From an optimization exercise on the open Yosys and OpenROAD flow, aimed at small area; shortcuts taken in it are not production practice. In this exercise RTL edits were held to simulation tests only and were not proved equivalent to the original. Power is estimated from default activity; no workload was simulated.

`design/flow/design.v`:
```
module xorG (input a, input b, output y);
	assign y = a ^ b;
endmodule
module nandG (input a, input b, output y);
	assign y = ~(a & b);
endmodule
module addBK (input [31:0] a, input [31:0] b, input cin, output [31:0] sum, output [31:0] g, output [31:0] p, output [31:0] carry);
	wire [31:0] gn;
	genvar k;
	generate for (k = 0; k < 32; k = k + 1) begin : pg
		nandG gk (.a(a[k]), .b(b[k]), .y(gn[k]));
		xorG pk (.a(a[k]), .b(b[k]), .y(p[k]));
	end endgenerate
	assign g = ~gn;
	wire [31:0] gg [0:9];
	wire [31:0] pp [0:9];
	assign gg[0] = {g[31:1], g[0] | (p[0] & cin)};
	assign pp[0] = p;
	genvar l, i;
	generate
		for (l = 1; l <= 5; l = l + 1) begin : up
			for (i = 0; i < 32; i = i + 1) begin : b
				if (((i + 1) % (1 << l)) == 0) begin : c
					assign gg[l][i] = gg[l-1][i] | (pp[l-1][i] & gg[l-1][i - (1 << (l-1))]);
					assign pp[l][i] = pp[l-1][i] & pp[l-1][i - (1 << (l-1))];
				end else begin : n
					assign gg[l][i] = gg[l-1][i];
					assign pp[l][i] = pp[l-1][i];
				end
			end
		end
		for (l = 6; l <= 9; l = l + 1) begin : dn
			for (i = 0; i < 32; i = i + 1) begin : b
				if (((i + 1) % (2 << (9 - l))) == (1 << (9 - l)) && i > (1 << (9 - l))) begin : c
					assign gg[l][i] = gg[l-1][i] | (pp[l-1][i] & gg[l-1][i - (1 << (9 - l))]);
					assign pp[l][i] = pp[l-1][i] & pp[l-1][i - (1 << (9 - l))];
				end else begin : n
					assign gg[l][i] = gg[l-1][i];
					assign pp[l][i] = pp[l-1][i];
				end
			end
		end
	endgenerate
	assign carry = gg[9];
	wire [31:0] cy = {gg[9][30:0], cin};
	generate for (k = 0; k < 32; k = k + 1) begin : sm
		xorG sk (.a(p[k]), .b(cy[k]), .y(sum[k]));
	end endgenerate
endmodule
module mx2i (input a0, input a1, input s, output y);
	assign y = ~(s ? a1 : a0);
endmodule
module ao21i (input a1, input a2, input b1, output y);
	assign y = ~((a1 & a2) | b1);
endmodule
module shStage #(parameter N = 1) (input [31:0] x, input fill, input s, output [31:0] y);
	wire sn = ~s;
	wire sf = s & fill;
	genvar i;
	generate for (i = 0; i < 32; i = i + 1) begin : b
		if (i + N < 32) begin : m
			mx2i u (.a0(x[i]), .a1(x[i + N]), .s(s), .y(y[i]));
		end else begin : f
			ao21i u (.a1(sn), .a2(x[i]), .b1(sf), .y(y[i]));
		end
	end endgenerate
endmodule
module shifter (input [31:0] in, input rev, input fill, input [4:0] amt, output [31:0] out);
	wire [31:0] x0, x1, x2, x3, x4;
	genvar i;
	generate for (i = 0; i < 32; i = i + 1) begin : r
		mx2i u (.a0(in[i]), .a1(in[31 - i]), .s(rev), .y(x0[i]));
	end endgenerate
	wire fn = ~fill;
	shStage #(16) s16 (.x(x0), .fill(fn),   .s(amt[4]), .y(x1));
	shStage #(8)  s8  (.x(x1), .fill(fill), .s(amt[3]), .y(x2));
	shStage #(4)  s4  (.x(x2), .fill(fn),   .s(amt[2]), .y(x3));
	shStage #(2)  s2  (.x(x3), .fill(fill), .s(amt[1]), .y(x4));
	shStage #(1)  s1  (.x(x4), .fill(fn),   .s(amt[0]), .y(out));
endmodule
module cmpOut (input base, input lt, input isLt, input gtq, output y);
	assign y = base | (lt ? isLt : gtq);
endmodule
module alu (input signed [31:0] in1, input signed [31:0] in2, input [3:0] opCode, input [4:0] shiftAmt, output signed [31:0] result);
	wire isArith = (opCode == 4'd0) | (opCode == 4'd1);
	wire sub     = (opCode == 4'd1) | (opCode == 4'd7) | (opCode == 4'd8);
	wire isLogic = (opCode == 4'd2) | (opCode == 4'd3);
	wire isOr    = (opCode == 4'd3);
	wire isShl   = (opCode == 4'd4);
	wire isShr   = (opCode == 4'd5) | (opCode == 4'd6);
	wire isGt    = (opCode == 4'd7);
	wire isLt    = (opCode == 4'd8);
	wire [31:0] sum, g, p, carry;
	addBK add (.a(in1), .b(in2 ^ {32{sub}}), .cin(sub), .sum(sum), .g(g), .p(p), .carry(carry));
	wire c31 = carry[30];
	wire lt  = (in1[31] & ~in2[31]) | (in1[31] & ~c31) | (~in2[31] & ~c31);
	wire eq  = &p;
	wire gtq = isGt & ~eq;
	wire [31:0] sh;
	shifter shr (.in(in1), .rev(isShl), .fill((opCode == 4'd6) & in1[31]), .amt(shiftAmt), .out(sh));
	genvar i;
	generate for (i = 0; i < 32; i = i + 1) begin : outb
		wire base = (isArith & sum[i]) | (isLogic & g[i]) | (isOr & p[i]) | (isShr & sh[i]) | (isShl & sh[31 - i]);
		if (i == 0) begin : b0
			cmpOut c (.base(base), .lt(lt), .isLt(isLt), .gtq(gtq), .y(result[i]));
		end else begin : bn
			assign result[i] = base;
		end
	end endgenerate
endmodule
module mux (input selCh, input [31:0] inCh0, input [31:0] inCh1, output [31:0] selData);
	assign selData = selCh == 0 ? inCh0 :
			  selCh == 1 ? inCh1 : 0;
endmodule
module rdPair (input q0, input s0n, input q1, input s1n, output y);
	assign y = ~((q0 | s0n) & (q1 | s1n));
endmodule
module registerFile (input wrEnable, input [4:0] wrReg, input [31:0] wrData, input [4:0] rdReg1, output [31:0] rdData1, input [4:0] rdReg2, output [31:0] rdData2, input clk);
	reg [31:0] regFile [31:0];
	always @(posedge clk) begin if (wrEnable) begin regFile[wrReg] <= wrData; end end
	wire [31:0] sel1n = ~(32'd1 << rdReg1);
	wire [31:0] sel2n = ~(32'd1 << rdReg2);
	genvar i, j;
	generate for (j = 0; j < 32; j = j + 1) begin : bitcol
		wire [15:0] y1, y2;
		for (i = 0; i < 16; i = i + 1) begin : pr
			rdPair p1 (.q0(regFile[2*i][j]), .s0n(sel1n[2*i]), .q1(regFile[2*i+1][j]), .s1n(sel1n[2*i+1]), .y(y1[i]));
			rdPair p2 (.q0(regFile[2*i][j]), .s0n(sel2n[2*i]), .q1(regFile[2*i+1][j]), .s1n(sel2n[2*i+1]), .y(y2[i]));
		end
		assign rdData1[j] = ~|y1;
		assign rdData2[j] = ~|y2;
	end endgenerate
endmodule
module project (input wrEnable, input [4:0] wrReg, input [4:0] rdReg1, input [4:0] rdReg2, input clk, input [3:0] opCode, input [4:0] shiftAmt, output signed [31:0] result, input selCh, input [31:0] selData);
	wire [31:0] selected;
	wire signed [31:0] rdData1;
	wire signed [31:0] rdData2;
	registerFile regFile1 (wrEnable, wrReg, selected, rdReg1, rdData1, rdReg2, rdData2, clk);
	alu alu1 (rdData1, rdData2, opCode, shiftAmt, result);
	mux m1 (selCh, selData, result, selected);
endmodule
```
`design/flow/flow/run.sh`:
```
#!/bin/bash
# The standard ORFS layout (standard.sh, with the standard synthesis), with
# these changes to how the layout is made:
#  - ports are buffered with buf_2 instead of the delay-cell buffer that
#    buffer_ports picks by default;
#  - clock tree synthesis uses clkbuf_8 for the tree and inserts no dummy
#    loads;
# make's full output goes to flow_make.log here; ORFS writes each step's log
# under orfs/logs/.
set -euo pipefail
bash standard.sh \
  "BUFFER_PORTS_ARGS=-buffer_cell sky130_fd_sc_hd__buf_2" \
  "CTS_ARGS=-sink_clustering_enable -repair_clock_nets -dont_use_dummy_load -buf_list sky130_fd_sc_hd__clkbuf_8 -sink_clustering_size 18 -sink_clustering_max_diameter 60" \
  finish > flow_make.log 2>&1
```
`design/flow/standard.sh`:
```
#!/bin/bash
# synth_recipe.tcl (not shown) runs the flow's synth.tcl, then flattens the netlist and writes it again
# the make line also repeats each setting of config.mk as NAME=value (left out here)
make -C /OpenROAD-flow-scripts/flow DESIGN_CONFIG=/design/flow/config.mk WORK_HOME=/design/flow/orfs CLKGATE_MAP_FILE= SYNTH_SCRIPT=/design/flow/synth_recipe.tcl "${@:-finish}"
```
`design/flow/constraint.sdc`:
```
create_clock -name core_clock -period 10.0 [get_ports {clk}]
set_input_delay 2.0000 -clock core_clock [delete_from_list [all_inputs] [get_ports {clk}]]
set_output_delay 2.0000 -clock core_clock [all_outputs]
set_load 0.01 [all_outputs]
```
`design/flow/config.mk`:
```
export PLATFORM = sky130hd
export DESIGN_NAME = project
export DESIGN_NICKNAME = project
export VERILOG_FILES = /design/flow/design.v
export SDC_FILE = /design/flow/constraint.sdc
export NUM_CORES = 4
export LEC_CHECK = 0
export CAP_MARGIN = 20
export CORE_MARGIN = 2
export CORE_UTILIZATION = 40
export SLEW_MARGIN = 20
export SYNTH_HIERARCHICAL = 1
```
==> impl_metrics.tcl, run 1 <==
set metrics [dict create \
    post_synthesis_average_cell_area_um2 14.3 \
    fp.dieH_um 341 \
    cts.htree.levels 3 \
    pwr_density_cell_nw_per_um2 165 \
    first_pass_grt_wire_length_um 239000 \
    final.setup_skew_ns 0.105 \
    critical_path.reg2reg.startpoint "regFile1.regFile[10][2]" \
    ctsHoldBuffers 0 \
    gpl.final_weighted_congestion 0.980 \
    final_net_count 3615 \
    final_hold_viol_count 0 \
    numClockSinks 1024 \
    gr-total-overflow 0 \
    clockPowerShare_pct 23.4 \
    crit_fanout 11 \
    iteration_count_of_the_initial_detailed_routing_pass 6 \
    max_slew_margin_pct 20.0 \
    finalSetupTns_ns 0 \
    yosysWarnings 8 \
    vdd_drop_max_mv 0.0816 \
    cts.root.buffer_cell "sky130_fd_sc_hd__clkbuf_8" \
    post-cts-setup-buffer-count 0 \
    remaining_design_rule_violation_count 0 \
    core.rowCount 123 \
    swShare_pct 28.0 \
    initial_utilization_pct 40.4 \
    dieArea_um2 117000 \
    min_period_ns 9.76 \
    crit_path_end_kind "output pin" \
    synthesis.nets 3246 \
    dpl.cell_count 4978 \
    initial_antenna_violation_count 20 \
    critPathLaunch "rdReg1[0]" \
    netSwitchingPower_mw 2.36 \
    grt_max_degree 38 \
    ioPinCount 91 \
    ff2ff_setup_slack_ns 4.40 \
    rsz0062_at_grt "false" \
    largest_reg_flops 1024 \
    dieWidth_um 341 \
    postLayoutCoreUtil_pct 45.5 \
    cpMaxStageDelayCell "sky130_fd_sc_hd__nor4_1" \
    cp.arrival_ns 7.76 \
    detailed_place_hpwl_um 111000 \
    max_flop_register "regFile1.regFile" \
    p_int_mw 6.07 \
    drv_slew 0 \
    final.period_utilization_pct 97.6 \
    drt_first_iter_violations 6467 \
    cts_tree "done" \
    cts_repair_resize_count 0 \
    avgRoutedWirePerCell_um 33.8 \
    drt_wl_total_um 171000 \
    clkSlewWorstSetupHoldPaths_ns 0.11 \
    min_delay_worst_endpoint "regFile1.regFile[8][18]" \
    worst_setup_slack_before_clock_tree_synthesis_ns 0.500 \
    hold_path_class "input port to flip-flop" \
    combPwrFrac_pct 18.2 \
    nFillCells 9893 \
    path_depth_of_the_worst_reg2reg_path 17 \
    core_area_um2 113000 \
    port-buffer-count 90 \
    fin_ws_ns 0.243 \
    finish.cell_count_without_fillers 5064 \
    postRouteAntennaNets 0 \
    timing.rr.end "regFile1.regFile[16][31]" \
    report.power.total_mw 8.44 \
    reg.largest.list "regFile1.regFile: 1024 flops" \
    mean_number_of_vias_per_cell 7.00 \
    worstPathCellList "buf_2 -> and2_1 -> nand2_1 -> buf_4 -> o22ai_1 -> nor4_1 -> and4_1 -> xor2_1 -> nand4_1 -> nor2_1 -> a2111oi_4 -> a2111oi_4 -> o31ai_2 -> o31ai_4 -> a31oi_1 -> o21ai_1 -> o21ai_0 -> nor2b_1 -> a211o_1 -> buf_2" \
    via_count 35500 \
    gr-usage-all-layers_pct 28.3 \
    leakage_nw 16.6 \
    setup_violations 0 \
    worst_tran_pin_value_ns 1.19 \
    syn_to_final_growth_pct 12.5 \
    grt_pass1_vias 32900 \
    layout-drive-gt1-share_pct 15.5 \
    clock_tree.buffer_depth 3 \
    max_freq_mhz 102 \
    outcome "no timing/DRC/antenna violations" \
    cpPeakStageDelay_ns 0.76 \
    cp.required_ns 8.00 \
    reported_max_cap_violation_count 0 \
    insertion_delay_ns 0.79 \
    cts_inserted_buffers 76 \
    synth_area_um2 45500 \
    worstSetupPathType "input port to output pin" \
    power.sequential.fraction_pct 58.4 \
    cp-start-kind "input port" \
    synthCells 3187 \
    hold_depth 2 \
    startpoint_of_the_most_critical_hold_path "selData[18]" \
]
[per-layer routing]
metal	GRT usage, %	up-vias	routed length, µm
li1	-	14500	-
met1	40.1	17500	66000
met2	43.0	2989	74600
met3	6.28	415	24300
met4	9.88	4	6350
met5	0	-	27
[power groups by stage]
| stage | logic [mW] | registers [mW] | clock network, mW |
|---|---|---|---|
| after floorplan | 0.903 | 5.02 | 0 |
| after global placement | 1.47 | 5.02 | 0 |
| after detailed placement | 1.48 | 5.02 | 0 |
| after CTS | 1.48 | 4.93 | 1.99 |
| after global routing | 1.61 | 4.93 | 2.13 |
| final | 1.53 | 4.93 | 1.98 |
[metrics by stage]
step / cell area (µm²) / hold slack [ns]
6_report: 51200 / 1.84
5_1_grt: 51200 / 1.87
4_1_cts: 51200 / 1.80
3_5_place_dp: 50100 / 1.91
3_3_place_gp: 50100 / 1.93
2_1_floorplan: 45500 / 1.48
[worst max path at each step]
stage | to | depth (start not counted)
3_3_place_gp | result[0] | 21
5_1_grt | result[0] | 21
6_report | result[0] | 20
4_1_cts | result[0] | 21
2_1_floorplan | result[31] | 20
3_5_place_dp | result[0] | 21
[final cells by class]
class | count | area [µm²] | area share [%]
Antenna cell | 10 | 25.0 | 0.0489
Multi-Input combinational cell | 2037 | 14300 | 28.0
Inverter | 61 | 229 | 0.447
Sequential cell | 1024 | 30700 | 60.0
Timing Repair Buffer | 356 | 2950 | 5.75
Clock buffer | 76 | 1050 | 2.04
Tap cell | 1500 | 1880 | 3.66
[layout by cell type (no fill, tap or decap), types with 40 or more instances in the layout]
cell                       instances
sky130_fd_sc_hd__nor4_1          254
sky130_fd_sc_hd__buf_4           225
sky130_fd_sc_hd__buf_2            91
sky130_fd_sc_hd__and4_1           64
sky130_fd_sc_hd__edfxtp_1       1024
sky130_fd_sc_hd__clkbuf_8         76
sky130_fd_sc_hd__a21oi_1          45
sky130_fd_sc_hd__mux2i_1         161
sky130_fd_sc_hd__xor2_1           65
sky130_fd_sc_hd__buf_12           40
sky130_fd_sc_hd__nand2_1         120
sky130_fd_sc_hd__inv_1            61
sky130_fd_sc_hd__o22ai_1        1024
[worst max-delay path, delay by kind of cell]
kind,cells,cell delay (ns)
buf+inv,3,0.61
compound gates,9,2.42
xor+xnor,1,0.16
simple gates,7,2.55
==> run 2: changes to the inputs <==
--- a/design/flow/config.mk
+++ b/design/flow/config.mk
@@ -7,6 +7,8 @@
 export LEC_CHECK = 0
 export CAP_MARGIN = 20
 export CORE_MARGIN = 2
-export CORE_UTILIZATION = 40
+export CORE_UTILIZATION = 55
+export PLACE_DENSITY = 0.8
+export SETUP_SLACK_MARGIN = 0.1
 export SLEW_MARGIN = 20
 export SYNTH_HIERARCHICAL = 1
==> run 2 against run 1 <==
Net effect: sequential share of layout area grew 1.3 points; sequential cell count is the same; critical path depth grew 1; clock power shrank 3%; total power shrank 0.77%; routed wire length shrank 6.4%; first-iteration DRC count grew 25%; worst setup slack gained 0.042 ns; synthesized area is the same; critical path type unchanged.
==> impl_metrics.tcl, run 2 <==
set metrics [dict create \
    synthesis.nets 3246 \
    pwr_density_cell_nw_per_um2 167 \
    nFillCells 5983 \
    synth_area_um2 45500 \
    cp.arrival_ns 7.71 \
    drt_first_iter_violations 8062 \
    rsz0062_at_grt "false" \
    outcome "no timing/DRC/antenna violations" \
    mean_number_of_vias_per_cell 7.94 \
    min_period_ns 9.71 \
    cpMaxStageDelayCell "sky130_fd_sc_hd__nor4_1" \
    grt_max_degree 65 \
    cp.required_ns 8.00 \
    gpl.final_weighted_congestion 1.04 \
    final.period_utilization_pct 97.1 \
    crit_path_frequent_cell "sky130_fd_sc_hd__nand2_1" \
    vdd_drop_max_mv 0.100 \
    worstSetupPathType "input port to output pin" \
    worstPathCellList "buf_2 -> and2_1 -> nand2_1 -> buf_4 -> o22ai_1 -> nor4_1 -> and4_1 -> xnor2_1 -> xor2_1 -> nand4_1 -> or2_2 -> a2111oi_4 -> o31ai_2 -> o31ai_4 -> a31oi_1 -> o21ai_1 -> nand2_1 -> nand2_1 -> o21ai_0 -> a211o_1 -> buf_2" \
    postLayoutCoreUtil_pct 61.2 \
    ctsHoldBuffers 0 \
    gr-usage-all-layers_pct 36.2 \
    port-buffer-count 90 \
    layout.cells.most_common_list "1024 x sky130_fd_sc_hd__o22ai_1, 1024 x sky130_fd_sc_hd__edfxtp_1, 250 x sky130_fd_sc_hd__nor4_1, 161 x sky130_fd_sc_hd__mux2i_1, 161 x sky130_fd_sc_hd__buf_4" \
    clkSlewWorstSetupHoldPaths_ns 0.11 \
    iteration_count_of_the_initial_detailed_routing_pass 9 \
    finalSetupTns_ns 0 \
    cpPeakStageDelay_ns 0.78 \
    dieWidth_um 292 \
    max_freq_mhz 103 \
    drt_wl_total_um 160000 \
    clockPowerShare_pct 23.1 \
    reg.largest.list "regFile1.regFile: 1024 flops" \
    critical_path.top_delay_family "simple AND/OR/NAND/NOR gates" \
    cts_inserted_buffers 73 \
    power.sequential.fraction_pct 58.9 \
    leakage_nw 16.3 \
    cts_tree "done" \
    post_synthesis_average_cell_area_um2 14.3 \
    layout-drive-gt1-share_pct 14.1 \
    final_hold_viol_count 0 \
    postRouteAntennaNets 0 \
    reported_max_cap_violation_count 0 \
    dieArea_um2 85100 \
    max_slew_margin_pct 11.1 \
    final_net_count 3546 \
    crit_path_end_kind "output pin" \
    cts.htree.levels 3 \
    swShare_pct 28.0 \
    core.rowCount 105 \
    syn_to_final_growth_pct 10.2 \
    grt_pass1_vias 33800 \
    netSwitchingPower_mw 2.34 \
    detailed_place_hpwl_um 103000 \
    via_count 36200 \
    insertion_delay_ns 0.75 \
    cts.root.buffer_cell "sky130_fd_sc_hd__clkbuf_8" \
    max_flop_register "regFile1.regFile" \
    remaining_design_rule_violation_count 0 \
    core_area_um2 82000 \
    first_pass_grt_wire_length_um 225000 \
    crit_fanout 13 \
    worst_tran_pin_value_ns 1.32 \
    yosysWarnings 8 \
    fp.dieH_um 292 \
    p_int_mw 6.03 \
    final.setup_skew_ns 0.115 \
    buffers_and_inverters_on_the_worst_path 3 \
    hold_path_class "flip-flop to flip-flop" \
    avgRoutedWirePerCell_um 35.1 \
    cp-start-kind "input port" \
    synthCells 3187 \
    combPwrFrac_pct 18.0 \
    ioPinCount 91 \
    clock_tree.buffer_depth 3 \
    drv_slew 0 \
    setup_violations 0 \
    largest_reg_flops 1024 \
    initial_utilization_pct 55.5 \
    numClockSinks 1024 \
    initial_antenna_violation_count 21 \
    gr-total-overflow 0 \
]
[run 2: power groups by stage]
| stage | combinational, mW | clock (mW) | sequential, mW |
|---|---|---|---|
| floorplan | 0.903 | 0 | 5.02 |
| global placement | 1.39 | 0 | 5.02 |
| detailed placement | 1.42 | 0 | 5.02 |
| CTS | 1.42 | 1.92 | 4.93 |
| global route | 1.56 | 2.06 | 4.93 |
| finish | 1.51 | 1.93 | 4.93 |
[run 2: final timing paths]
check,startpoint,to,slack [ns],depth (start not counted)
max reg2reg,regFile1.regFile[18][5],regFile1.regFile[12][31],4.19,17
min,regFile1.regFile[1][31],regFile1.regFile[27][0],1.91,8
min reg2reg,regFile1.regFile[1][31],regFile1.regFile[27][0],1.91,8
max,rdReg2[0],result[0],0.29,21
[run 2: layout make-up]
cell class	count	area [µm²]	area share (%)
Inverter	61	229	0.456
Clock buffer	73	1000	2.00
Tap cell	1070	1340	2.67
Timing Repair Buffer	290	2430	4.85
Antenna cell	7	17.5	0.0349
Sequential cell	1024	30700	61.3
Multi-Input combinational cell	2037	14400	28.7
[run 2: stage by stage]
step / hold WS, ns / cells / instance area (µm²) / setup WS [ns] / power (mW)
after global placement: 1.82 / 4477 / 49000 / 0.553 / 6.41
after CTS: 1.80 / 4551 / 50000 / 0.559 / 8.27
after global routing: 1.91 / 4557 / 50100 / 0.0987 / 8.55
final: 1.91 / 4562 / 50200 / 0.285 / 8.37
after floorplan: 1.48 / 3187 / 45500 / 1.78 / 5.92
after detailed placement: 1.83 / 4478 / 49000 / 0.578 / 6.44
[run 2: repair_timing]
item / 4_1_cts / 5_1_grt
hold endpoints to repair: 0 / 0
buffers inserted: 0 / 0
gates resized for setup: 0 / 6
endpoints found under the setup margin: 0 / 1
[run 2: layer usage]
layer  part of all wire (%)  vias up  wire [µm]  global-route usage (%)
li1                       -    14400          -                       -
met5                   0.11        -        177                       0
met2                     43     3857      69200                    54.4
met3                     19      702      30800                    15.7
met1                     32    17200      52000                    46.6
met4                    5.0       24       8030                    13.8
[run 2: worst register-to-register path: stages (launching register included)]
cell and delay, ns:
sky130_fd_sc_hd__edfxtp_1 0.38, sky130_fd_sc_hd__o22ai_1 0.10, sky130_fd_sc_hd__nor4_1 0.82, sky130_fd_sc_hd__and4_1 0.40
sky130_fd_sc_hd__xnor2_1 0.12, sky130_fd_sc_hd__xor2_1 0.23, sky130_fd_sc_hd__nand4_1 0.16, sky130_fd_sc_hd__nor2_1 0.08
sky130_fd_sc_hd__a2111oi_4 0.53, sky130_fd_sc_hd__a2111oi_4 0.17, sky130_fd_sc_hd__o31ai_2 0.57, sky130_fd_sc_hd__o31ai_4 0.14
sky130_fd_sc_hd__a31oi_1 0.33, sky130_fd_sc_hd__o21ai_1 0.17, sky130_fd_sc_hd__xor2_1 0.19, sky130_fd_sc_hd__o2bb2ai_1 0.15
sky130_fd_sc_hd__a221o_1 0.29, sky130_fd_sc_hd__mux2_2 0.55
==> run 3: changes to the inputs <==
--- a/design/flow/config.mk
+++ b/design/flow/config.mk
@@ -7,8 +7,7 @@
 export LEC_CHECK = 0
 export CAP_MARGIN = 20
 export CORE_MARGIN = 2
-export CORE_UTILIZATION = 55
-export PLACE_DENSITY = 0.8
-export SETUP_SLACK_MARGIN = 0.1
+export CORE_UTILIZATION = 50
+export PLACE_DENSITY = 0.7
 export SLEW_MARGIN = 20
 export SYNTH_HIERARCHICAL = 1
==> run 3 against run 2 <==
Net effect: clock skew rose by 0.0040 ns; synthesized cell count did not move; sequential cell count did not move; critical path type unchanged.
==> impl_metrics.tcl, run 3 <==
set metrics [dict create \
    outcome "no timing/DRC/antenna violations" \
    critPathLaunch "rdReg2[0]" \
    met3_length_um 25900 \
    cpMaxStageDelayCell "sky130_fd_sc_hd__nand2_1" \
    cts.htree.levels 3 \
    synth_area_um2 45500 \
    rsz0062_at_grt "false" \
    grt_pass1_vias 32800 \
    detailed_place_hpwl_um 102000 \
    timing.rr.end "regFile1.regFile[29][31]" \
    crit_path_frequent_cell "sky130_fd_sc_hd__nand2_1" \
    min_period_ns 9.70 \
    gpl.final_weighted_congestion 1.02 \
    final_net_count 3562 \
    synthesis.nets 3246 \
    core.rowCount 110 \
    layout.cells.most_common_list "1024 x sky130_fd_sc_hd__o22ai_1, 1024 x sky130_fd_sc_hd__edfxtp_1, 255 x sky130_fd_sc_hd__nor4_1, 185 x sky130_fd_sc_hd__buf_4, 161 x sky130_fd_sc_hd__mux2i_1" \
    final.setup_skew_ns 0.119 \
    gr-usage-all-layers_pct 32.7 \
    crit_fanout 13 \
    hold_depth 2 \
    dieArea_um2 93500 \
    gr-total-overflow 0 \
    synthCells 3187 \
    layout-drive-gt1-share_pct 14.2 \
    worst_tran_pin_value_ns 1.30 \
    final_hold_viol_count 0 \
    cp.arrival_ns 7.70 \
    grt_max_degree 39 \
    insertion_delay_ns 0.76 \
    via_count 35500 \
    dpl.cell_count 4604 \
    port-buffer-count 90 \
    initial_antenna_violation_count 11 \
    postRouteAntennaNets 0 \
    wirelength_met1_um 56400 \
    remaining_design_rule_violation_count 0 \
    dieWidth_um 306 \
    cts.root.buffer_cell "sky130_fd_sc_hd__clkbuf_8" \
    clkSlewWorstSetupHoldPaths_ns 0.12 \
    nFillCells 7089 \
    drv_slew 0 \
    cp.required_ns 8.00 \
    cts_inserted_buffers 73 \
    cpPeakStageDelay_ns 0.76 \
    first_pass_grt_wire_length_um 224000 \
    critical_path.reg2reg.startpoint "regFile1.regFile[16][7]" \
    yosysWarnings 8 \
    ctsHoldBuffers 0 \
    crit_path_end "result[0]" \
    numClockSinks 1024 \
    max_freq_mhz 103 \
    mean_number_of_vias_per_cell 7.58 \
    reg.largest.list "regFile1.regFile: 1024 flops" \
    avgRoutedWirePerCell_um 34.0 \
    worstSetupPathType "input port to output pin" \
    buffers_and_inverters_on_the_worst_path 4 \
    top_signal_layer_used "met5" \
    cts_repair_resize_count 0 \
    ioPinCount 91 \
    max_flop_register "regFile1.regFile" \
    initial_utilization_pct 50.5 \
    clock_tree.buffer_depth 3 \
    ff2ff_setup_slack_ns 4.27 \
    core_area_um2 90100 \
    drt_wl_total_um 159000 \
    finalSetupTns_ns 0 \
    post-cts-setup-buffer-count 0 \
    iteration_count_of_the_initial_detailed_routing_pass 9 \
    combined_area_of_the_multi_input_logic_cells_um2 14300 \
    syn_to_final_growth_pct 10.4 \
    vdd_drop_max_mv 0.0817 \
    crit_cells 22 \
    final.period_utilization_pct 97.0 \
    finalInstanceArea_um2 50300 \
    worstPathCellList "buf_2 -> nor2b_1 -> nand2_1 -> buf_4 -> o22ai_1 -> nor4_1 -> and4_1 -> xnor2_1 -> xor2_1 -> nand4_1 -> inv_1 -> nand3_4 -> a2111oi_4 -> o31ai_2 -> o31ai_4 -> a31oi_1 -> o21ai_1 -> nand2_1 -> nand2_1 -> o21ai_0 -> a211o_1 -> buf_2" \
    cp-start-kind "input port" \
    reported_max_cap_violation_count 0 \
    max_slew_margin_pct 12.3 \
    register_area_um2 30700 \
    cts_tree "done" \
    wl_met2_um 70200 \
    finish.cell_count_without_fillers 4682 \
    post_synthesis_average_cell_area_um2 14.3 \
    critical_path.top_delay_family "simple AND/OR/NAND/NOR gates" \
    leakage_nw 16.3 \
    setup_violations 0 \
    pwr_density_cell_nw_per_um2 165 \
    dpl_cell_area_um2 49200 \
    largest_reg_flops 1024 \
    crit_path_end_kind "output pin" \
    hold_path_class "input port to flip-flop" \
    fp.dieH_um 306 \
    path_depth_of_the_worst_reg2reg_path 18 \
    drt_first_iter_violations 7494 \
]
[run 3: layout make-up]
| type | count | share of cell area [%] |
|---|---|---|
| inverter | 61 | 0.455 |
| clock buffer | 73 | 2.00 |
| tap | 1176 | 2.93 |
| sequential | 1024 | 61.2 |
| timing repair buffer | 306 | 4.89 |
| multi-input combinational | 2037 | 28.5 |
| antenna | 5 | 0.0249 |
[run 3: worst min path at each step]
stage,start,to,slack (ns)
after floorplan,regFile1.regFile[29][31],regFile1.regFile[0][0],1.48
after global placement,regFile1.regFile[13][31],regFile1.regFile[10][0],1.87
after detailed placement,regFile1.regFile[13][31],regFile1.regFile[10][0],1.86
after CTS,selData[13],regFile1.regFile[15][13],1.83
after global routing,selData[13],regFile1.regFile[15][13],1.91
final,selData[13],regFile1.regFile[15][13],1.91
[run 3: through the flow]
step	power [mW]	setup WS [ns]	utilization, %	hold slack [ns]
detailed placement	6.43	0.492	54.6	1.86
CTS	8.26	0.468	55.7	1.83
floorplan	5.92	1.78	-	1.48
global route	8.53	0.00288	55.8	1.91
global placement	6.41	0.530	54.6	1.87
finish	8.32	0.302	55.8	1.91
[run 3: metal layers]
metal	vias up	track usage, %
met4	2	11.8
li1	14400	-
met5	-	0
met1	17200	44.7
met2	3372	50.1
met3	517	9.48
[run 3: where the power goes]
group | total (mW) | switching (mW) | internal, mW
Combinational | 1.47 | 1.02 | 0.455
Clock | 1.92 | 1.26 | 0.657
Sequential | 4.93 | 0.0174 | 4.91
==> run 4: changes to the inputs <==
--- a/design/flow/config.mk
+++ b/design/flow/config.mk
@@ -8,6 +8,7 @@
 export CAP_MARGIN = 20
 export CORE_MARGIN = 2
 export CORE_UTILIZATION = 50
+export GPL_ROUTABILITY_DRIVEN = 0
 export PLACE_DENSITY = 0.7
 export SLEW_MARGIN = 20
 export SYNTH_HIERARCHICAL = 1
==> run 4 against run 3 <==
Net effect: fmax decreased by 0.64%; first-iteration DRC count is 0.83% higher; non-clock buffer count fell by 6; sequential power is essentially flat; combinational power about the same; largest cell class unchanged; sequential share of layout area is 0.14 points higher; critical path type unchanged.
==> impl_metrics.tcl, run 4 <==
set metrics [dict create \
    crit_path_end_kind "output pin" \
    crit_fanout 18 \
    max_flop_register "regFile1.regFile" \
    setup_violations 0 \
    via_count 35700 \
    largest_reg_flops 1024 \
    initial_utilization_pct 50.5 \
    ioPinCount 91 \
    numClockSinks 1024 \
    dieWidth_um 306 \
    cts.htree.levels 3 \
    cts_tree "done" \
    yosysWarnings 8 \
    max_slew_margin_pct 18.7 \
    grt_max_degree 65 \
    worst_tran_pin_value_ns 1.21 \
    leakage_nw 16.3 \
    insertion_delay_ns 0.77 \
    gr-total-overflow 0 \
    dieArea_um2 93500 \
    layout.cells.most_common_list "1024 x sky130_fd_sc_hd__o22ai_1, 1024 x sky130_fd_sc_hd__edfxtp_1, 256 x sky130_fd_sc_hd__nor4_1, 184 x sky130_fd_sc_hd__buf_4, 161 x sky130_fd_sc_hd__mux2i_1" \
    grt_pass1_vias 33100 \
    max_freq_mhz 102 \
    startpoint_of_the_most_critical_hold_path "selData[13]" \
    reported_max_cap_violation_count 0 \
    clock_tree.buffer_depth 3 \
    final.setup_skew_ns 0.102 \
    reg.largest.list "regFile1.regFile: 1024 flops" \
    ctsHoldBuffers 0 \
    pwr_density_cell_nw_per_um2 166 \
    register_area_um2 30700 \
    synth_area_um2 45500 \
    port-buffer-count 90 \
    avgRoutedWirePerCell_um 34.5 \
    nFillCells 7105 \
    clkSlewWorstSetupHoldPaths_ns 0.11 \
    cp.arrival_ns 7.76 \
    drt_wl_total_um 161000 \
    hold_path_class "input port to flip-flop" \
    mean_number_of_vias_per_cell 7.63 \
    final_net_count 3556 \
    drt_first_iter_violations 7556 \
    cp-start-kind "input port" \
    report.power.total_mw 8.33 \
    core_area_um2 90100 \
    path_depth_of_the_worst_reg2reg_path 19 \
    min_period_ns 9.76 \
    cts_inserted_buffers 73 \
    first_pass_grt_wire_length_um 227000 \
    synthCells 3187 \
    postRouteAntennaNets 0 \
    layout-drive-gt1-share_pct 14.0 \
    critical_path.reg2reg.startpoint "regFile1.regFile[18][6]" \
    ff2ff_setup_slack_ns 4.14 \
    dpl_cell_area_um2 49100 \
    initial_antenna_violation_count 15 \
    post_synthesis_average_cell_area_um2 14.3 \
    remaining_design_rule_violation_count 0 \
    core.rowCount 110 \
    outcome "no timing/DRC/antenna violations" \
    finalSetupTns_ns 0 \
    drv_slew 0 \
    gr-usage-all-layers_pct 33.4 \
    critPathLaunch "rdReg2[2]" \
    cts.root.buffer_cell "sky130_fd_sc_hd__clkbuf_8" \
    detailed_place_hpwl_um 103000 \
    synthesis.nets 3246 \
    vdd_drop_max_mv 0.110 \
    cp.required_ns 8.00 \
    rsz0062_at_grt "false" \
    finalInstanceArea_um2 50200 \
    final_hold_viol_count 0 \
    fp.dieH_um 306 \
    final.period_utilization_pct 97.6 \
    crit_path_end "result[31]" \
    syn_to_final_growth_pct 10.2 \
    iteration_count_of_the_initial_detailed_routing_pass 10 \
    combined_area_of_the_multi_input_logic_cells_um2 14300 \
    worstSetupPathType "input port to output pin" \
    timing.rr.end "regFile1.regFile[3][31]" \
]
-- run 4: routing by layer --
layer  wire, µm  global-route usage [%]
met2      70900                    51.1
met1      56900                    44.9
met5         57                       0
met4       6630                    11.6
met3      26800                    10.9
-- run 4: how the worst min path moves through the flow --
stage	slack, ns	depth (start not counted)	endpoint
floorplan	1.48	8	regFile1.regFile[0][0]
global placement	1.87	8	regFile1.regFile[14][0]
detailed placement	1.88	8	regFile1.regFile[8][0]
CTS	1.86	2	regFile1.regFile[6][13]
global route	1.91	2	regFile1.regFile[1][19]
finish	1.90	2	regFile1.regFile[14][13]
-- run 4: area by class of cell --
type	count	area share, %
clock buffers	73	2.00
flip-flops and latches	1024	61.3
inverters	61	0.457
multi-input cells	2037	28.6
repair buffers	300	4.69
well taps	1176	2.93
diodes	4	0.0200
-- run 4: power breakdown --
| group | leakage [nW] | internal (mW) | total, mW | switching, mW |
|---|---|---|---|---|
| clock network | 0.525 | 0.657 | 1.94 | 1.28 |
| logic | 6.41 | 0.448 | 1.46 | 1.02 |
| registers | 9.34 | 4.91 | 4.93 | 0.0171 |
| total | 16.3 | 6.02 | 8.33 | 2.32 |
-- run 4: worst max-delay path: stages --
cell and delay, ns:
sky130_fd_sc_hd__buf_2 0.11, sky130_fd_sc_hd__nor2b_1 0.66, sky130_fd_sc_hd__nand2_1 0.60, sky130_fd_sc_hd__buf_4 0.42
sky130_fd_sc_hd__o22ai_1 0.22, sky130_fd_sc_hd__nor4_1 0.07, sky130_fd_sc_hd__buf_4 0.15, sky130_fd_sc_hd__and4_1 0.18
sky130_fd_sc_hd__xnor2_1 0.24, sky130_fd_sc_hd__xor2_1 0.43, sky130_fd_sc_hd__a21boi_4 0.12, sky130_fd_sc_hd__o221ai_4 0.23
sky130_fd_sc_hd__nand3_4 0.15, sky130_fd_sc_hd__a2111oi_4 0.44, sky130_fd_sc_hd__o31ai_2 0.18, sky130_fd_sc_hd__o31ai_4 0.28
sky130_fd_sc_hd__a31oi_1 0.14, sky130_fd_sc_hd__o21ai_1 0.31, sky130_fd_sc_hd__buf_4 0.18, sky130_fd_sc_hd__xor2_1 0.06
sky130_fd_sc_hd__o2bb2ai_1 0.14, sky130_fd_sc_hd__a221o_1 0.28, sky130_fd_sc_hd__buf_2 0.14
-- run 4: timing repair --
action	in CTS	in global routing
gates resized for setup	0	2
buffers inserted	0	0
endpoints found under the setup margin	0	2
-- run 4: per-stage QoR --
| step | utilization (%) | worst slack (ns) | cells | hold WS, ns |
|---|---|---|---|---|
| 3_5_place_dp | 54.5 | 0.364 | 4598 | 1.88 |
| 6_report | 55.6 | 0.240 | 4675 | 1.90 |
| 4_1_cts | 55.6 | 0.356 | 4671 | 1.86 |
| 3_3_place_gp | 54.5 | 0.533 | 4597 | 1.87 |
| 2_1_floorplan | - | 1.78 | 3187 | 1.48 |
| 5_1_grt | 55.6 | 0.000670 | 4672 | 1.91 |
==> run 5: changes to the inputs <==
--- a/design/flow/config.mk
+++ b/design/flow/config.mk
@@ -7,8 +7,8 @@
 export LEC_CHECK = 0
 export CAP_MARGIN = 20
 export CORE_MARGIN = 2
-export CORE_UTILIZATION = 50
-export GPL_ROUTABILITY_DRIVEN = 0
-export PLACE_DENSITY = 0.7
+export CORE_UTILIZATION = 65
+export PLACE_DENSITY = 0.9
+export SETUP_SLACK_MARGIN = 0.1
 export SLEW_MARGIN = 20
 export SYNTH_HIERARCHICAL = 1
==> run 5 against run 4 <==
Net effect: clock power fell by 3%; final cell count shrank 5.3%; routed wire length grew 2.7%; still clean; worst hold slack improved by 0.041 ns; global-route usage up 11 points; fmax fell by 0.21%.
==> impl_metrics.tcl, run 5 <==
set metrics [dict create \
    outcome "no timing/DRC/antenna violations" \
    reported_max_cap_violation_count 0 \
    yosysWarnings 8 \
    max_flop_register "regFile1.regFile" \
    setup_violations 0 \
    hold_path_class "input port to flip-flop" \
    finish.cell_count_without_fillers 4426 \
    path_depth_of_the_worst_reg2reg_path 18 \
    vdd_drop_max_mv 0.0976 \
    iteration_count_of_the_initial_detailed_routing_pass 22 \
    cp-start-kind "input port" \
    gr-usage-all-layers_pct 44.8 \
    max_slew_margin_pct 6.82 \
    via_count 38300 \
    first_pass_grt_wire_length_um 232000 \
    cts_repair_resize_count 0 \
    initial_utilization_pct 65.4 \
    min_delay_worst_endpoint "regFile1.regFile[9][10]" \
    worst_tran_pin_value_ns 1.38 \
    layout.cells.most_common_list "1024 x sky130_fd_sc_hd__o22ai_1, 1024 x sky130_fd_sc_hd__edfxtp_1, 252 x sky130_fd_sc_hd__nor4_1, 161 x sky130_fd_sc_hd__mux2i_1, 136 x sky130_fd_sc_hd__buf_4" \
    cts_inserted_buffers 69 \
    hold_depth 2 \
    drt_first_iter_violations 10400 \
    timing.rr.end "regFile1.regFile[12][31]" \
    synth_area_um2 45500 \
    drv_slew 0 \
    final_net_count 3526 \
    gr-total-overflow 0 \
    cts.htree.levels 3 \
    insertion_delay_ns 0.74 \
    cp.arrival_ns 7.78 \
    final.period_utilization_pct 97.8 \
    fp.dieH_um 269 \
    pwr_density_cell_nw_per_um2 166 \
    ctsHoldBuffers 0 \
    largest_reg_flops 1024 \
    synthCells 3187 \
    core_area_um2 69700 \
    post-cts-setup-buffer-count 0 \
    cts_tree "done" \
    remaining_design_rule_violation_count 0 \
    final.setup_skew_ns 0.127 \
    gpl.final_weighted_congestion 1.03 \
    cts.root.buffer_cell "sky130_fd_sc_hd__clkbuf_8" \
    core.rowCount 97 \
    reg.largest.list "regFile1.regFile: 1024 flops" \
    mean_number_of_vias_per_cell 8.66 \
    detailed_place_hpwl_um 103000 \
    worstSetupPathType "input port to output pin" \
    avgRoutedWirePerCell_um 37.4 \
    cp.required_ns 8.00 \
    finalSetupTns_ns 0 \
    critical_path.reg2reg.startpoint "regFile1.regFile[20][4]" \
    dpl.cell_count 4330 \
    port-buffer-count 90 \
    crit_fanout 17 \
    clkSlewWorstSetupHoldPaths_ns 0.11 \
    postRouteAntennaNets 0 \
    grt_max_degree 37 \
    ioPinCount 91 \
    leakage_nw 16.2 \
    grt_pass1_vias 35900 \
    crit_path_end_kind "output pin" \
    min_period_ns 9.78 \
    numClockSinks 1024 \
    syn_to_final_growth_pct 9.75 \
    rsz0062_at_grt "false" \
    post_synthesis_average_cell_area_um2 14.3 \
    startpoint_of_the_most_critical_hold_path "selData[10]" \
    synthesis.nets 3246 \
    ff2ff_setup_slack_ns 4.15 \
    max_freq_mhz 102 \
    dieArea_um2 72200 \
    final_hold_viol_count 0 \
    clock_tree.buffer_depth 3 \
    layout-drive-gt1-share_pct 13.4 \
    initial_antenna_violation_count 22 \
    drt_wl_total_um 166000 \
    dieWidth_um 269 \
]
run 5: cell types whose count changed in the layout (fill, tap and decap cells not counted):
cell | before | now
sky130_fd_sc_hd__diode_2 | 4 | 21
sky130_fd_sc_hd__buf_16 | 0 | 2
sky130_fd_sc_hd__nand2_1 | 118 | 120
sky130_fd_sc_hd__nor4_1 | 256 | 252
sky130_fd_sc_hd__nand2_2 | 2 | 0
sky130_fd_sc_hd__nor4_2 | 2 | 6
sky130_fd_sc_hd__buf_4 | 184 | 136
sky130_fd_sc_hd__buf_12 | 26 | 46
sky130_fd_sc_hd__clkbuf_8 | 73 | 69
run 5: area by class of cell:
cell class                 instances  area (µm²)
clock buffer                      69         950
tap                              940        1180
timing repair buffer             274        2450
multi-input combinational       2037       14400
inverter                          61         229
fill                            4192       19700
sequential                      1024       30700
antenna                           21        52.6
run 5: worst max-delay path, cell delays in order:
cell and delay, ns:
sky130_fd_sc_hd__buf_2 0.15, sky130_fd_sc_hd__and3b_1 0.25, sky130_fd_sc_hd__nand2_1 0.35, sky130_fd_sc_hd__buf_4 0.36, sky130_fd_sc_hd__o22ai_1 0.14, sky130_fd_sc_hd__nor4_1 0.79
sky130_fd_sc_hd__and4_1 0.42, sky130_fd_sc_hd__xnor2_1 0.19, sky130_fd_sc_hd__xor2_1 0.42, sky130_fd_sc_hd__nand2_1 0.17, sky130_fd_sc_hd__o221ai_4 0.25, sky130_fd_sc_hd__nand3_4 0.15
sky130_fd_sc_hd__a2111oi_4 0.44, sky130_fd_sc_hd__o31ai_2 0.18, sky130_fd_sc_hd__o31ai_4 0.29, sky130_fd_sc_hd__a31oi_1 0.14, sky130_fd_sc_hd__o21ai_1 0.30, sky130_fd_sc_hd__nand2_1 0.09
sky130_fd_sc_hd__nand2_1 0.07, sky130_fd_sc_hd__o21ai_0 0.12, sky130_fd_sc_hd__a211o_1 0.35, sky130_fd_sc_hd__buf_2 0.15
run 5: routing by layer:
| layer | vias to the layer above | part of all wire [%] | GRT usage [%] |
|---|---|---|---|
| met4 | 26 | 8.5 | 24.3 |
| met3 | 1469 | 20 | 24.0 |
| li1 | 14400 | - | - |
| met2 | 4907 | 41 | 65.1 |
| met1 | 17500 | 30 | 53.3 |
| met5 | - | 0.27 | 3.51 |
run 5: how the worst max path moves through the flow:
stage	startpoint	endpoint	slack, ns	cells past startpoint
2_1_floorplan	rdReg2[0]	result[31]	1.78	20
3_3_place_gp	rdReg2[0]	result[0]	0.80	22
3_5_place_dp	rdReg2[3]	result[0]	0.69	22
4_1_cts	rdReg2[3]	result[0]	0.68	22
5_1_grt	rdReg2[3]	result[0]	0.14	22
6_report	rdReg2[3]	result[0]	0.22	22
run 5: per-stage QoR:
stage | power, mW | hold slack (ns) | util [%] | instance area [µm²] | setup WS [ns]
finish | 8.31 | 1.94 | 71.7 | 50000 | 0.219
global route | 8.45 | 1.96 | 71.7 | 49900 | 0.138
CTS | 8.15 | 1.87 | 71.4 | 49800 | 0.679
detailed placement | 6.41 | 1.84 | 70.1 | 48800 | 0.692
global placement | 6.37 | 1.83 | 69.9 | 48700 | 0.804
floorplan | 5.92 | 1.48 | - | 45500 | 1.78
run 5: power breakdown:
| part | internal, mW | switching (mW) |
|---|---|---|
| Clock | 0.623 | 1.27 |
| Combinational | 0.448 | 1.04 |
| Sequential | 4.91 | 0.0195 |
| Total | 5.98 | 2.33 |
==> run 6: changes to the inputs <==
--- a/design/flow/config.mk
+++ b/design/flow/config.mk
@@ -7,8 +7,9 @@
 export LEC_CHECK = 0
 export CAP_MARGIN = 20
 export CORE_MARGIN = 2
-export CORE_UTILIZATION = 65
-export PLACE_DENSITY = 0.9
+export CORE_UTILIZATION = 55
+export GPL_ROUTABILITY_DRIVEN = 0
+export PLACE_DENSITY = 0.8
 export SETUP_SLACK_MARGIN = 0.1
 export SLEW_MARGIN = 20
 export SYNTH_HIERARCHICAL = 1
==> run 6 against run 5 <==
Net effect: die area increased by 18%; worst setup slack better by 0.12 ns; final cell count up 3.1%; clock-buffer cell count is 4 higher; critical path depth decreased by 1; fmax increased by 1.3%; sequential share of layout area fell by 0.34 points; synthesized cell count unchanged; via count down 4.4%; utilization decreased by 10 points.
==> impl_metrics.tcl, run 6 <==
set metrics [dict create \
    first_pass_grt_wire_length_um 227000 \
    clkSlewWorstSetupHoldPaths_ns 0.11 \
    dpl_cell_area_um2 49100 \
    critPathLaunch "rdReg2[3]" \
    min_period_ns 9.66 \
    core_area_um2 82000 \
    via_count 36600 \
    crit_path_end "result[0]" \
    synthCells 3187 \
    cpPeakStageDelay_ns 0.76 \
    numClockSinks 1024 \
    largest_reg_flops 1024 \
    finalInstanceArea_um2 50200 \
    finalHoldWorstSlack_ns 1.89 \
    final_net_count 3546 \
    crit_path_end_kind "output pin" \
    critical_path.top_delay_family "simple AND/OR/NAND/NOR gates" \
    reported_max_cap_violation_count 0 \
    drv_slew 0 \
    hold_path_class "input port to flip-flop" \
    ff2ff_setup_slack_ns 4.35 \
    worstSetupPathType "input port to output pin" \
    leakage_nw 16.4 \
    cts_inserted_buffers 73 \
    yosysWarnings 8 \
    avgRoutedWirePerCell_um 35.1 \
    gr-total-overflow 0 \
    crit_fanout 16 \
    grt_pass1_vias 34100 \
    mean_number_of_vias_per_cell 8.02 \
    crit_cells 21 \
    dpl.cell_count 4478 \
    port-buffer-count 90 \
    finalSetupTns_ns 0 \
    final.period_utilization_pct 96.6 \
    worst_setup_slack_before_clock_tree_synthesis_ns 0.593 \
    cpMaxStageDelayCell "sky130_fd_sc_hd__nor4_1" \
    cts.root.buffer_cell "sky130_fd_sc_hd__clkbuf_8" \
    final_hold_viol_count 0 \
    drt_first_iter_violations 8262 \
    initial_antenna_violation_count 25 \
    critical_path.reg2reg.startpoint "regFile1.regFile[24][0]" \
    buffers_and_inverters_on_the_worst_path 3 \
    max_flop_register "regFile1.regFile" \
    dieWidth_um 292 \
    reg.largest.list "regFile1.regFile: 1024 flops" \
    insertion_delay_ns 0.75 \
    setup_violations 0 \
    timing.rr.end "regFile1.regFile[10][31]" \
    synth_area_um2 45500 \
    startpoint_of_the_most_critical_hold_path "selData[13]" \
    path_depth_of_the_worst_reg2reg_path 16 \
    fin_ws_ns 0.343 \
    cp.required_ns 8.00 \
    grt_max_degree 38 \
    postRouteAntennaNets 0 \
    cp.arrival_ns 7.66 \
    iteration_count_of_the_initial_detailed_routing_pass 10 \
    clock_tree.buffer_depth 3 \
    pwr_density_cell_nw_per_um2 166 \
    rsz0062_at_grt "false" \
    worstPathCellList "buf_2 -> and3b_1 -> nand2_1 -> buf_4 -> o22ai_1 -> nor4_1 -> and4_1 -> xnor2_1 -> xor2_1 -> nand4_1 -> or2_2 -> a2111oi_4 -> o31ai_2 -> o31ai_4 -> a31oi_1 -> o21ai_1 -> nand2_1 -> nand2_1 -> o21ai_0 -> a211o_1 -> buf_2" \
    initial_utilization_pct 55.5 \
    remaining_design_rule_violation_count 0 \
    outcome "no timing/DRC/antenna violations" \
    finish.cell_count_without_fillers 4565 \
    cp-start-kind "input port" \
    max_freq_mhz 104 \
    ioPinCount 91 \
    crit_path_frequent_cell "sky130_fd_sc_hd__nand2_1" \
    postLayoutCoreUtil_pct 61.3 \
    post_synthesis_average_cell_area_um2 14.3 \
    syn_to_final_growth_pct 10.4 \
    fp.dieH_um 292 \
    cts.htree.levels 3 \
    max_slew_margin_pct 18.6 \
    drt_wl_total_um 160000 \
    gr-usage-all-layers_pct 36.3 \
    layout.cells.most_common_list "1024 x sky130_fd_sc_hd__o22ai_1, 1024 x sky130_fd_sc_hd__edfxtp_1, 253 x sky130_fd_sc_hd__nor4_1, 161 x sky130_fd_sc_hd__mux2i_1, 154 x sky130_fd_sc_hd__buf_4" \
    final.setup_skew_ns 0.0959 \
    report.power.total_mw 8.36 \
    layout-drive-gt1-share_pct 13.9 \
    ctsHoldBuffers 0 \
    dieArea_um2 85100 \
    core.rowCount 105 \
    detailed_place_hpwl_um 103000 \
    synthesis.nets 3246 \
    cts_tree "done" \
    vdd_drop_max_mv 0.0930 \
    worst_tran_pin_value_ns 1.21 \
]
==> run 6: worst min-delay path by stage <==
stage | to | slack [ns] | depth (start not counted)
floorplan | regFile1.regFile[0][0] | 1.48 | 8
global placement | regFile1.regFile[10][0] | 1.85 | 8
detailed placement | regFile1.regFile[10][0] | 1.84 | 8
CTS | regFile1.regFile[10][10] | 1.86 | 2
global route | regFile1.regFile[11][10] | 1.93 | 2
finish | regFile1.regFile[5][13] | 1.89 | 2
==> run 6: report_power, final <==
part | internal, mW | total [mW] | leakage, nW | switching, mW
sequential | 4.91 | 4.93 | 9.34 | 0.0179
combinational | 0.453 | 1.49 | 6.49 | 1.04
clock | 0.656 | 1.94 | 0.525 | 1.28
==> run 6: repair_timing <==
action                                  CTS  global route
buffers inserted                          0             0
endpoints found under the setup margin    0             1
resized for setup                         0             1
==> run 6: per-layer routing <==
metal  wire length (µm)  part of all wire (%)  vias to the layer above  track usage (%)
met4               8310                   5.2                       24             13.3
li1                   -                     -                    14400                -
met1              50800                    32                    17200             46.8
met2              68700                    43                     4116             54.8
met5                253                  0.16                        -            0.964
met3              32000                    20                      816             15.7
==> run 6: area by class of cell <==
| type | instances | area (µm²) |
|---|---|---|
| fillers | 5879 | 31700 |
| flip-flops and latches | 1024 | 30700 |
| multi-input cells | 2037 | 14400 |
| repair buffers | 290 | 2540 |
| well taps | 1070 | 1340 |
| clock buffers | 73 | 1000 |
| inverters | 61 | 229 |
| diodes | 10 | 25.0 |
==> run 7: changes to the inputs <==
--- a/design/flow/flow/run.sh
+++ b/design/flow/flow/run.sh
@@ -5,10 +5,14 @@
 #    buffer_ports picks by default;
 #  - clock tree synthesis uses clkbuf_8 for the tree and inserts no dummy
 #    loads;
+#  - ABC maps the logic for a load of 1 (ABC_LOAD_IN_FF) rather than the
+#    platform's 5, so it does not upsize gates that the layout's own repair
+#    sizes anyway (the registers are unchanged);
 # make's full output goes to flow_make.log here; ORFS writes each step's log
 # under orfs/logs/.
 set -euo pipefail
 bash standard.sh \
   "BUFFER_PORTS_ARGS=-buffer_cell sky130_fd_sc_hd__buf_2" \
   "CTS_ARGS=-sink_clustering_enable -repair_clock_nets -dont_use_dummy_load -buf_list sky130_fd_sc_hd__clkbuf_8 -sink_clustering_size 18 -sink_clustering_max_diameter 60" \
+  "ABC_LOAD_IN_FF=1" \
   finish > flow_make.log 2>&1
--- a/design/flow/config.mk
+++ b/design/flow/config.mk
@@ -7,9 +7,8 @@
 export LEC_CHECK = 0
 export CAP_MARGIN = 20
 export CORE_MARGIN = 2
-export CORE_UTILIZATION = 55
+export CORE_UTILIZATION = 50
 export GPL_ROUTABILITY_DRIVEN = 0
-export PLACE_DENSITY = 0.8
-export SETUP_SLACK_MARGIN = 0.1
+export PLACE_DENSITY = 0.7
 export SLEW_MARGIN = 20
 export SYNTH_HIERARCHICAL = 1
==> run 7 against run 6 <==
Net effect: still clean on timing, DRC and antenna; via count shrank 0.72%; routed wire length increased by 6.1%; die area is 9.1% higher; global-route usage is 1.1 points lower; clock power barely moved; highest routed layer unchanged.
==> impl_metrics.tcl, run 7 <==
set metrics [dict create \
    worst_tran_pin_value_ns 1.26 \
    reported_max_cap_violation_count 0 \
    layout-drive-gt1-share_pct 13.7 \
    largest_reg_flops 1024 \
    vdd_drop_max_mv 0.0842 \
    cts.htree.levels 3 \
    synthCells 3187 \
    dieWidth_um 305 \
    avgRoutedWirePerCell_um 36.0 \
    initial_antenna_violation_count 25 \
    hold_path_class "flip-flop to flip-flop" \
    cp.required_ns 8.00 \
    outcome "no timing/DRC/antenna violations" \
    min_period_ns 9.73 \
    clkSlewWorstSetupHoldPaths_ns 0.12 \
    cp.arrival_ns 7.73 \
    drv_slew 0 \
    final_net_count 3593 \
    cts.root.buffer_cell "sky130_fd_sc_hd__clkbuf_8" \
    crit_path_end_kind "output pin" \
    insertion_delay_ns 0.77 \
    numClockSinks 1024 \
    final_hold_viol_count 0 \
    core_area_um2 89700 \
    layout.cells.most_common_list "1024 x sky130_fd_sc_hd__o22ai_1, 1024 x sky130_fd_sc_hd__edfxtp_1, 252 x sky130_fd_sc_hd__nor4_1, 198 x sky130_fd_sc_hd__buf_4, 161 x sky130_fd_sc_hd__mux2i_1" \
    synthesis.nets 3246 \
    gr-usage-all-layers_pct 35.2 \
    leakage_nw 16.5 \
    cp-start-kind "input port" \
    mean_number_of_vias_per_cell 7.70 \
    max_slew_margin_pct 15.0 \
    drt_wl_total_um 170000 \
    reg.largest.list "regFile1.regFile: 1024 flops" \
    worstSetupPathType "input port to output pin" \
    post_synthesis_average_cell_area_um2 14.2 \
    ioPinCount 91 \
    postRouteAntennaNets 0 \
    grt_max_degree 48 \
    first_pass_grt_wire_length_um 236000 \
    rsz0062_at_grt "false" \
    final.setup_skew_ns 0.104 \
    synth_area_um2 45200 \
    crit_fanout 15 \
    initial_utilization_pct 50.4 \
    fp.dieH_um 305 \
    drt_first_iter_violations 7153 \
    yosysWarnings 8 \
    grt_pass1_vias 33600 \
    iteration_count_of_the_initial_detailed_routing_pass 17 \
    dieArea_um2 92800 \
    detailed_place_hpwl_um 109000 \
    clock_tree.buffer_depth 3 \
    setup_violations 0 \
    via_count 36400 \
    post-cts-setup-buffer-count 0 \
    finalHoldWorstSlack_ns 1.92 \
    max_freq_mhz 103 \
    remaining_design_rule_violation_count 0 \
    core.rowCount 110 \
    gr-total-overflow 0 \
    port-buffer-count 90 \
    max_flop_register "regFile1.regFile" \
    pwr_density_cell_nw_per_um2 166 \
    cts_tree "done" \
    cts_inserted_buffers 74 \
    finalSetupTns_ns 0 \
    final.period_utilization_pct 97.3 \
    syn_to_final_growth_pct 11.7 \
]
run 7: metrics by stage:
stage | setup WS, ns | util, % | cell area (µm²) | power (mW) | std cells
final | 0.271 | 56.3 | 50500 | 8.37 | 4720
after global routing | 0.0138 | 56.2 | 50500 | 8.58 | 4709
after floorplan | 1.69 | - | 45200 | 5.89 | 3187
after detailed placement | 0.178 | 55.0 | 49400 | 6.45 | 4634
after global placement | 0.152 | 55.0 | 49400 | 6.43 | 4633
after CTS | 0.165 | 56.2 | 50400 | 8.29 | 4708
run 7: path summary, 6_finish.rpt:
path         cells past startpoint                startpoint  slack (ns)                      end
max                             20                 rdReg1[4]        0.27                result[0]
min                              9  regFile1.regFile[17][31]        1.92  regFile1.regFile[23][0]
max reg2reg                     18  regFile1.regFile[16][14]        4.28   regFile1.regFile[2][0]
min reg2reg                      9  regFile1.regFile[17][31]        1.92  regFile1.regFile[23][0]
run 7: power by group:
part / internal [mW] / switching, mW / total (mW)
combinational: 0.453 / 1.04 / 1.50
clock: 0.666 / 1.28 / 1.94
sequential: 4.91 / 0.0174 / 4.93
total: 6.03 / 2.34 / 8.37
run 7: cell type report:
cell class | count | area [µm²]
fillers | 6988 | 39200
clock buffers | 74 | 1020
multi-input cells | 2037 | 14100
repair buffers | 336 | 2900
well taps | 1176 | 1470
flip-flops and latches | 1024 | 30700
inverters | 61 | 229
diodes | 12 | 30.0
run 7: routing by layer:
| metal | share of wire (%) | track usage, % | vias to the layer above |
|---|---|---|---|
| li1 | - | - | 14500 |
| met1 | 35 | 47.1 | 17500 |
| met2 | 42 | 51.1 | 3661 |
| met3 | 18 | 13.2 | 644 |
| met4 | 5.4 | 16.1 | 22 |
| met5 | 0.078 | 0 | - |
run 7: critical path: stages:
cell and delay (ns):
sky130_fd_sc_hd__buf_2 0.14, sky130_fd_sc_hd__nor3b_1 0.23, sky130_fd_sc_hd__nand2_1 0.64, sky130_fd_sc_hd__buf_4 0.38, sky130_fd_sc_hd__o22ai_1 0.13, sky130_fd_sc_hd__nor4_1 0.74, sky130_fd_sc_hd__and4_1 0.43, sky130_fd_sc_hd__xor2_1 0.42
sky130_fd_sc_hd__nand4_1 0.32, sky130_fd_sc_hd__a2111oi_4 0.52, sky130_fd_sc_hd__o31ai_4 0.12, sky130_fd_sc_hd__o31ai_2 0.34, sky130_fd_sc_hd__a31oi_1 0.15, sky130_fd_sc_hd__o21ai_0 0.19, sky130_fd_sc_hd__buf_4 0.17, sky130_fd_sc_hd__nand2_1 0.06
sky130_fd_sc_hd__nand2_1 0.06, sky130_fd_sc_hd__o21ai_0 0.12, sky130_fd_sc_hd__a211o_1 0.36, sky130_fd_sc_hd__buf_2 0.16
run 7: repair_timing:
action	CTS	global route
hold buffers	0	0
endpoints found under the setup margin	0	7
resized for setup	0	5
==> run 8: changes to the inputs <==
==> design/flow/flow/run.sh (replaced) <==
#!/bin/bash
# The standard ORFS layout (standard.sh, with the standard synthesis), with
# these changes to how the layout is made:
#  - ports are buffered with buf_2 instead of the delay-cell buffer that
#    buffer_ports picks by default;
#  - clock tree synthesis uses clkbuf_4 for the tree and inserts no dummy
#    loads;
# make's full output goes to flow_make.log here; ORFS writes each step's log
# under orfs/logs/.
set -euo pipefail
bash standard.sh \
  "BUFFER_PORTS_ARGS=-buffer_cell sky130_fd_sc_hd__buf_2" \
  "CTS_ARGS=-sink_clustering_enable -repair_clock_nets -dont_use_dummy_load -buf_list sky130_fd_sc_hd__clkbuf_4 -sink_clustering_size 10 -sink_clustering_max_diameter 40" \
  finish > flow_make.log 2>&1
--- a/design/flow/config.mk
+++ b/design/flow/config.mk
@@ -8,7 +8,6 @@
 export CAP_MARGIN = 20
 export CORE_MARGIN = 2
 export CORE_UTILIZATION = 50
-export GPL_ROUTABILITY_DRIVEN = 0
 export PLACE_DENSITY = 0.7
 export SLEW_MARGIN = 20
 export SYNTH_HIERARCHICAL = 1
==> run 8 against run 7 <==
Net effect: worst setup slack worse by 0.052 ns; highest routed layer unchanged; die area up 0.71%; worst hold slack worse by 0.35 ns; still clean on timing, DRC and antenna; synthesized area up 0.72%; total power fell by 0.32%.
==> impl_metrics.tcl, run 8 <==
set metrics [dict create \
    outcome "no timing/DRC/antenna violations" \
    layout-drive-gt1-share_pct 15.7 \
    dieWidth_um 306 \
    min_period_ns 9.78 \
    max_flop_register "regFile1.regFile" \
    grt_pass1_vias 33300 \
    fp.dieH_um 306 \
    cts.root.buffer_cell "sky130_fd_sc_hd__clkbuf_4" \
    syn_to_final_growth_pct 10.5 \
    remaining_design_rule_violation_count 0 \
    clock_tree.buffer_depth 3 \
    post-cts-setup-buffer-count 0 \
    ioPinCount 91 \
    crit_path_end_kind "output pin" \
    largest_reg_flops 1024 \
    rsz0062_at_grt "false" \
    synthCells 3187 \
    cp-start-kind "input port" \
    wirelength_met1_um 55600 \
    worst_setup_slack_before_clock_tree_synthesis_ns 0.492 \
    cts_inserted_buffers 137 \
    layout.cells.most_common_list "1024 x sky130_fd_sc_hd__o22ai_1, 1024 x sky130_fd_sc_hd__edfxtp_1, 255 x sky130_fd_sc_hd__nor4_1, 185 x sky130_fd_sc_hd__buf_4, 161 x sky130_fd_sc_hd__mux2i_1" \
    via_count 35800 \
    hold_path_class "input port to flip-flop" \
    finish.cell_count_without_fillers 4749 \
    cpMaxStageDelayCell "sky130_fd_sc_hd__nand2_1" \
    critical_path.top_delay_family "compound AO/OA/AOI/OAI gates" \
    postRouteAntennaNets 0 \
    post_synthesis_average_cell_area_um2 14.3 \
    port-buffer-count 90 \
    first_pass_grt_wire_length_um 226000 \
    worst_tran_pin_value_ns 1.30 \
    yosysWarnings 8 \
    initial_antenna_violation_count 10 \
    wl_met2_um 70200 \
    finalInstanceArea_um2 50300 \
    met3_length_um 27500 \
    mean_number_of_vias_per_cell 7.53 \
    cpPeakStageDelay_ns 0.80 \
    vdd_drop_max_mv 0.110 \
    ctsHoldBuffers 0 \
    pwr_density_cell_nw_per_um2 166 \
    cp.required_ns 8.00 \
    iteration_count_of_the_initial_detailed_routing_pass 7 \
    gr-usage-all-layers_pct 33.1 \
    final_hold_viol_count 0 \
    clockPowerShare_pct 23.3 \
    synth_area_um2 45500 \
    initial_utilization_pct 50.5 \
    final.setup_skew_ns 0.128 \
    cts.htree.levels 4 \
    buffers_and_inverters_on_the_worst_path 4 \
    report.power.total_mw 8.34 \
    max_freq_mhz 102 \
    insertion_delay_ns 1.08 \
    drv_slew 0 \
    p_int_mw 5.99 \
    fin_ws_ns 0.219 \
    reported_max_cap_violation_count 0 \
    swShare_pct 28.1 \
    dieArea_um2 93500 \
    worstSetupPathType "input port to output pin" \
    numClockSinks 1024 \
    combPwrFrac_pct 17.6 \
    power.sequential.fraction_pct 59.1 \
    gpl.final_weighted_congestion 1.02 \
    grt_max_degree 39 \
    final.period_utilization_pct 97.8 \
    gr-total-overflow 0 \
    max_slew_margin_pct 12.3 \
    cp.arrival_ns 7.78 \
    leakage_nw 16.4 \
    finalSetupTns_ns 0 \
    crit_fanout 12 \
    dpl_cell_area_um2 49200 \
    reg.largest.list "regFile1.regFile: 1024 flops" \
    worstPathCellList "buf_2 -> nor2b_1 -> nand2_1 -> buf_4 -> o22ai_1 -> nor4_1 -> and4_1 -> xnor2_1 -> xor2_1 -> buf_4 -> nand4_1 -> nor2_1 -> a2111oi_4 -> a2111oi_4 -> o31ai_2 -> o31ai_4 -> a31oi_1 -> o21ai_1 -> o21ai_0 -> nor2b_1 -> a211o_1 -> buf_2" \
    final_net_count 3626 \
    detailed_place_hpwl_um 102000 \
    core.rowCount 110 \
    synthesis.nets 3246 \
    top_signal_layer_used "met5" \
    drt_first_iter_violations 7237 \
    setup_violations 0 \
    drt_wl_total_um 160000 \
    dpl.cell_count 4604 \
    netSwitchingPower_mw 2.35 \
    avgRoutedWirePerCell_um 33.6 \
    core_area_um2 90100 \
    clkSlewWorstSetupHoldPaths_ns 0.10 \
    cts_repair_resize_count 0 \
    cts_tree "done" \
]
-- run 8: metal layers --
| layer | vias up | track usage [%] |
|---|---|---|
| met4 | 2 | 11.4 |
| met1 | 17300 | 44.0 |
| met5 | - | 1.19 |
| met3 | 511 | 11.9 |
| met2 | 3351 | 50.3 |
| li1 | 14600 | - |
-- run 8: worst paths after layout --
kind,start,end,slack [ns],cells past startpoint
setup / recovery,rdReg2[2],result[0],0.22,22
hold / removal,selData[13],regFile1.regFile[6][13],1.57,2
setup reg to reg,regFile1.regFile[16][7],regFile1.regFile[19][31],4.30,18
hold reg to reg,regFile1.regFile[13][31],regFile1.regFile[11][0],1.90,8
-- run 8: area by class of cell --
type	instances	area [µm²]
inverters	61	229
repair buffers	306	2460
fillers	7148	39800
flip-flops and latches	1024	30700
multi-input cells	2037	14300
well taps	1176	1470
clock buffers	137	1030
diodes	8	20.0
-- run 8: per-stage QoR --
step | hold WS, ns | utilization (%)
2_1_floorplan | 1.48 | -
3_3_place_gp | 1.87 | 54.6
3_5_place_dp | 1.86 | 54.6
4_1_cts | 1.49 | 55.8
5_1_grt | 1.56 | 55.8
6_report | 1.57 | 55.8
-- run 8: power groups by stage --
stage                     logic [mW]  clock network, mW  registers (mW)
final                           1.47               1.95            4.93
after detailed placement        1.41                  0            5.02
after global routing            1.54               2.10            4.93
after global placement          1.39                  0            5.02
after CTS                       1.41               1.95            4.93
after floorplan                0.903                  0            5.02

[what the ideal ports hide]
The results above use ideal ports. As a check the final layouts listed here were re-extracted and re-timed, cells and wires unchanged. Step 1 sets driving cells, clkbuf_16 on the clock port and buf_2 on the other inputs (assumed; they add their load-dependent delay and slew). Step 2, shift: input delay + t, output delay - t, t = (earliest + latest rising clock arrival at the registers) / 2. This alone moves slack from input paths to output paths. a / b / c = ideal / step 1 / step 2; a / b = the first two.
run	t, ns	slack for setup (ns)	worst setup path after step 2	worst slew at a driven data input, ns	cell pins on the clock port's net
run 1	0.801	0.243 / 0.126 / 0.126	input to output	0.15	1
run 2	0.752	0.285 / 0.203 / 0.203	input to output	0.12	1
run 3	0.765	0.302 / 0.277 / 0.277	input to output	0.08	1
run 4	0.786	0.240 / 0.081 / 0.081	input to output	0.15	1
run 5	0.747	0.219 / 0.197 / 0.197	input to output	0.08	1
run 6	0.762	0.343 / 0.237 / 0.237	input to output	0.14	1
run 7	0.777	0.271 / 0.250 / 0.250	input to output	0.14	1
run 8	1.083	0.219 / 0.189 / 0.189	input to output	0.09	1
After both steps setup and hold are still met in every run listed. The setup slack of run 4, which loses most, moves by -0.159 ns with the drivers and by -0.159 ns with both steps.
